Context: an optimization exercise on an open-source flow, tuned for small area. The choices shown serve that exercise and are no tape-out recipe. Only simulation tests tie the RTL to the original design; equivalence was not proved. Power and IR drop assume default switching activity.

== job 7888 ==
## vga_status_overlay
module vga_status_overlay #(
    parameter signed [15:0] TEMP_Q15_COLD = 16'sd4096,
    parameter signed [15:0] TEMP_Q15_HOT  = 16'sd16384
)(
    input  wire        pix_clk,
    input  wire        rst,
    input  wire [9:0]  hcount,
    input  wire [9:0]  vcount,
    input  wire        active_video,
    input  wire        frame_tick,
    input  wire [11:0] rgb_bg,
    input  wire  signed [15:0] sample_q15,
    input  wire  signed [15:0] duty_q15,
    input  wire         fan_temp_on,
    input  wire         fan_manual_on,
    input  wire         fan_pir_on,
    input  wire         fan_on,
    input  wire [7:0]   uart_tx_byte,
    input  wire         uart_tx_vld,
    input  wire         byte_accepted,
    input  wire  signed [15:0] theta_q15,
    input  wire         pir_active,
    input  wire         pir_rise,
    input  wire  signed [15:0] enc_pos,
    input  wire                enc_step_pulse,
    input  wire                enc_dir,
    input  wire        sw_temp_en,
    input  wire        sw_manual_en,
    input  wire        sw_pir_en,
    output reg  [11:0] rgb_out
);
Size: roughly 1700 cells after synthesis, ~250 flip-flops, about 130 I/O pins.
Settings: LEC_CHECK=0, ABC_AREA=1, CAP_MARGIN=20, CORE_MARGIN=2, CORE_UTILIZATION=55, SLEW_MARGIN=20; clock period 20.0 ns.
standard.sh (not shown) runs the stock make flow with config.mk's settings and CLKGATE_MAP_FILE= SYNTH_SCRIPT=/design/flow/synth_recipe.tcl, a recipe that flattens the netlist after the stock synthesis.
==> flow/flow/run.sh <==
#!/bin/bash
# Layout flow: the standard ORFS flow (standard.sh) with these changes:
#  - synthesis: no adder/half-adder cell extraction (ADDER_MAP_FILE empty),
#    and an area-oriented ABC mapping script (five rounds of
#    dc2; &dch -f; &nf -a -R 3000 -F 12 -A 12). The rest of synthesis is the standard script
#    (synth_recipe.tcl), so the registers and their names are those of the
#    standard synthesis;
#  - plain buf_1 cells as port buffers (every input and output port still
#    gets its own buffer; repair_design resizes them where needed);
#  - clock tree synthesis with clkbuf_8 cells, small clusters and no dummy
#    loads.
# Each tool's full output goes to a log file in this folder (ORFS also keeps
# its per-step logs under orfs/logs).
set -euo pipefail
here=$(pwd)
rm -rf "$here/scripts_area"
cp -r "$FLOW_HOME/scripts" "$here/scripts_area"
round='strash\ndc2\n&get -n\n&st\n&dch -f\n&nf -R 3000 -a -F 12 -A 12\n&put\n'
printf "${round}${round}${round}${round}${round}topo\nstime -c\n" > "$here/scripts_area/abc_area.script"
cp "$here/scripts_area/abc_area.script" "$here/scripts_area/abc_speed.script"
SCRIPTS_DIR="$here/scripts_area" ADDER_MAP_FILE= bash standard.sh synth > flow_synth.log 2>&1
export BUFFER_PORTS_ARGS="-buffer_cell sky130_fd_sc_hd__buf_1"
export CTS_ARGS="-sink_clustering_enable -repair_clock_nets -dont_use_dummy_load -buf_list sky130_fd_sc_hd__clkbuf_8 -sink_clustering_size 16 -sink_clustering_max_diameter 60"
bash standard.sh > flow_layout.log 2>&1
Job 7888 completed every stage of the flow, and the final layout passed the timing, DRC and antenna checks.
### job 7888 -> job 6041
- CORE_UTILIZATION now 40, was 55
--- outcome ---
Job 6041: full flow OK, the timing, DRC and antenna checks passed. Final standard cell area without fillers for job 6041: 1.2% up relative to job 7888. Looking at final hold slack across job 7888 and job 6041, the one that comes out lower is job 7888. The length of the first detailed-routing pass in iterations reported for job 6041 is greater than that of job 7888 by 3. On maximum vdd ir drop, job 7888 loses to job 6041. Measured against job 7888, the total number of placement rows of job 6041 comes out at 1.16 times the reference value. Compared with job 7888, job 6041 supports a higher clock frequency. Going from job 7888 to job 6041, time the final worst path needs with I/O delays and setup has decreased; clock network power consumption has increased.
Relative to job 6041, the following input files were edited for job 4705:
- GPL_TIMING_DRIVEN now 0, previously not set
diff --git a/flow/flow/run.sh b/flow/flow/run.sh
--- a/flow/flow/run.sh
+++ b/flow/flow/run.sh
@@ -4,3 +4,3 @@
 #    and an area-oriented ABC mapping script (five rounds of
-#    dc2; &dch -f; &nf -a -R 3000 -F 12 -A 12). The rest of synthesis is the standard script
+#    dc2; &dch -f; &nf -a). The rest of synthesis is the standard script
 #    (synth_recipe.tcl), so the registers and their names are those of the
@@ -17,3 +17,3 @@
 cp -r "$FLOW_HOME/scripts" "$here/scripts_area"
-round='strash\ndc2\n&get -n\n&st\n&dch -f\n&nf -R 3000 -a -F 12 -A 12\n&put\n'
+round='strash\ndc2\n&get -n\n&st\n&dch -f\n&nf -R 1000 -a\n&put\n'
 printf "${round}${round}${round}${round}${round}topo\nstime -c\n" > "$here/scripts_area/abc_area.script"
--- outcome ---
Job 4705 vs. job 6041: overall track demand over capacity in global routing up 1.0 points, worst IR drop on VDD increased by about 4% relative to the old numbers, power dissipated in sequential cells held steady, final weighted congestion in routability-driven placement went down 0.010, final design area excluding fillers -about 0.6%. For total via count in the routed design, job 6041 and job 4705 come out practically identical. STATUS sum of internal, switching and leakage power: job 4705 wins against job 6041.

## separate check: timing with driven ports
In the flow no input, the clock included, has a driving cell. The finished layouts below were timed again as built, in two steps.
Step 1 assumes that a clkbuf_16 drives the clock port and a buf_2 every other input.
Step 2 adds t to the input delays and takes it off the output delays; t is the mean of the earliest and latest rising clock arrival at the registers after step 1. Input paths then give back, and output paths get back, about the clock's delay inside the block.
a / b / c = no drivers / after step 1 / after step 2; a / b = the first two.
run	t, ns	setup WS [ns]	worst hold slack (ns)	slew at the worst register clock pin (ns)	pins driven straight from the clock port
job 7888	0.578	2.160 / 2.134 / 2.134	0.310 / 0.310 / 0.310	0.10 / 0.10	1
job 6041	0.615	2.284 / 2.260 / 2.260	0.313 / 0.313 / 0.313	0.10 / 0.10	1
job 4705	0.603	1.103 / 1.067 / 1.067	0.326 / 0.326 / 0.326	0.10 / 0.10	1
After both steps every run listed still meets setup and hold. For job 4705, which loses most, drivers alone change the setup slack by -0.036 ns; drivers and shift together by -0.036 ns.
